From an optimization exercise on the open Yosys and OpenROAD flow, aimed at small area; shortcuts taken in it are not production practice.
Function was checked by simulation only, so behaviour that the tests miss may differ from the original.
No activity file was given, so power comes from the tool's default toggle rates.

==> v1: inputs <==
// lcd
module lcd(clk, resetn, led_blink, lcd_resetn, lcd_cs, lcd_rs, lcd_data);
  input clk;
  wire clk;
  input resetn;
  wire resetn;
  output led_blink;
  reg led_blink;
  output lcd_resetn;
  wire lcd_resetn;
  output lcd_cs;
  wire lcd_cs;
  output lcd_rs;
  wire lcd_rs;
  output lcd_data;
  wire lcd_data;
  wire _0000_;
  wire _0001_;
  wire _0002_;
  wire _0003_;
  wire _0004_;
  wire _0005_;
  wire _0006_;
  wire _0007_;
  wire _0008_;
  wire _0009_;
  wire _0010_;
  wire _0011_;
  wire _0012_;
  wire _0013_;
  wire _0014_;
  wire _0015_;
  wire _0016_;
  wire _0017_;
  wire _0018_;
  wire _0019_;
  wire _0020_;
  wire _0021_;
  wire _0022_;
  wire _0023_;
  wire _0024_;
  wire _0025_;
  wire _0026_;
  wire _0027_;
  wire _0028_;
  wire _0029_;
  wire _0030_;
  wire _0031_;
  wire _0032_;
  wire _0033_;
  wire _0034_;
  wire _0035_;
  wire _0036_;
  wire _0037_;
  wire _0038_;
  wire _0039_;
  wire _0040_;
  wire _0041_;
  wire _0042_;
  wire _0043_;
  wire _0044_;
  wire _0045_;
  wire _0046_;
  wire _0047_;
  wire _0048_;
  wire _0049_;
  wire _0050_;
  wire _0051_;
  wire _0052_;
  wire _0053_;
  wire _0054_;
  wire _0055_;
  wire _0056_;
  wire _0057_;
  wire _0058_;
  wire _0059_;
  wire _0060_;
  wire _0061_;
  wire _0062_;
  wire _0063_;
  wire _0064_;
  wire _0065_;
  wire _0066_;
  wire _0067_;
  wire _0068_;
  wire _0069_;
  wire _0070_;
  wire _0071_;
  wire _0072_;
  wire _0073_;
  wire _0074_;
  wire _0075_;
  wire _0076_;
  wire _0077_;
  wire _0078_;
  wire _0079_;
  wire _0080_;
  wire _0081_;
  wire _0082_;
  wire _0083_;
  wire _0084_;
  wire _0085_;
  wire _0086_;
  wire _0087_;
  wire _0088_;
  wire _0089_;
  wire _0090_;
  wire _0091_;
  wire _0092_;
  wire _0093_;
  wire _0094_;
  wire _0095_;
  wire _0096_;
  wire _0097_;
  wire _0098_;
  wire _0099_;
  wire _0100_;
  wire _0101_;
  wire _0102_;
  ...
make LEC_CHECK=0 ABC_AREA=1 CAP_MARGIN=20 CORE_MARGIN=2 CORE_UTILIZATION=47 PLACE_DENSITY=0.55 SLEW_MARGIN=20 finish   # period 10.0 ns
run.sh (not shown) runs the stock make flow with config.mk's settings and CLKGATE_MAP_FILE= SYNTH_SCRIPT=/design/flow/synth_recipe.tcl, a recipe that flattens the netlist after the stock synthesis.
==> v5 (differences from v1) <==
--- a/flow/config.mk
+++ b/flow/config.mk
@@ -9,5 +9,6 @@
 export CAP_MARGIN = 20
 export CORE_MARGIN = 2
 export CORE_UTILIZATION = 47
+export CTS_BUF_LIST = sky130_fd_sc_hd__clkbuf_8
 export PLACE_DENSITY = 0.55
 export SLEW_MARGIN = 20
==> qor summary <==
Outcome: v5 no timing/DRC/antenna violations; v1 no timing/DRC/antenna violations
Normalized max-slew margin: v5 24.2%; v1 25.0%
First-pass DRT Iterations: v5 10; v1 7
Worst-path clk slew: v5 0.11 ns; v1 0.07 ns
Aggregate global-route resource usage: v5 44.9%; v1 45.2%
Area share of buffers outside the clock network: v5 2.12%; v1 2.10%
Net load switching power: v5 0.0000820 W; v1 0.0000864 W
Total chip power: v5 0.000346 W; v1 0.000394 W
Hold Slack: v5 0.436 ns; v1 0.431 ns
Sw Ratio: v5 23.7%; v1 21.9%
Top routing layer in use: v5 met4; v1 met5
Insertion delay of the later-clocked pin in the worst-skew pair: v5 0.33 ns; v1 0.30 ns
Wire length of the first global-routing pass: v5 54900 um; v1 55100 um
VDD IR-drop max: v5 0.0655 mV; v1 0.112 mV
Seq area share: v5 15.7%; v1 15.5%
Launch instance of the worst register-to-register path: v5 item[7]; v1 item[1]
Cell-internal power: v5 0.000264 W; v1 0.000308 W
Finished layout cell area: v5 7440 sq um; v1 7500 sq um
Power share of the clock group: v5 36.9%; v1 44.6%
Total clock network power: v5 0.000128 W; v1 0.000176 W
Cell leakage power: v5 3.53 nW; v1 3.55 nW
Share of the cycle needed by the critical path after routing: v5 73.9%; v1 73.1%
Global-route track usage on met2: v5 70.4%; v1 70.6%

==> re-timing with driven ports <==
In the flow no input, the clock included, has a driving cell. The finished layouts below were timed again as built, in two steps. Step 1 (the two cells are an assumption about what drives the block):
set clk [get_ports {clk}]
set_driving_cell -lib_cell sky130_fd_sc_hd__clkbuf_16 $clk
set_driving_cell -lib_cell sky130_fd_sc_hd__buf_2 [delete_from_list [all_inputs] $clk]
Step 2, shift: input delay + t, output delay - t, t = (earliest + latest rising clock arrival at the registers) / 2. This alone moves slack from input paths to output paths. Three values: no drivers, after step 1, after step 2; two values: the first two.
run	t (ns)	setup WS [ns]	clock arrival spread, ns	worst register clock-pin slew, ns	cell pins on the clock port's net
v1	0.337	2.692 / 2.653 / 2.989	0.007 / 0.007	0.07 / 0.07	1
v5	0.349	2.614 / 2.586 / 2.935	0.010 / 0.010	0.11 / 0.11	1
After both steps setup and hold are still met in every run listed.
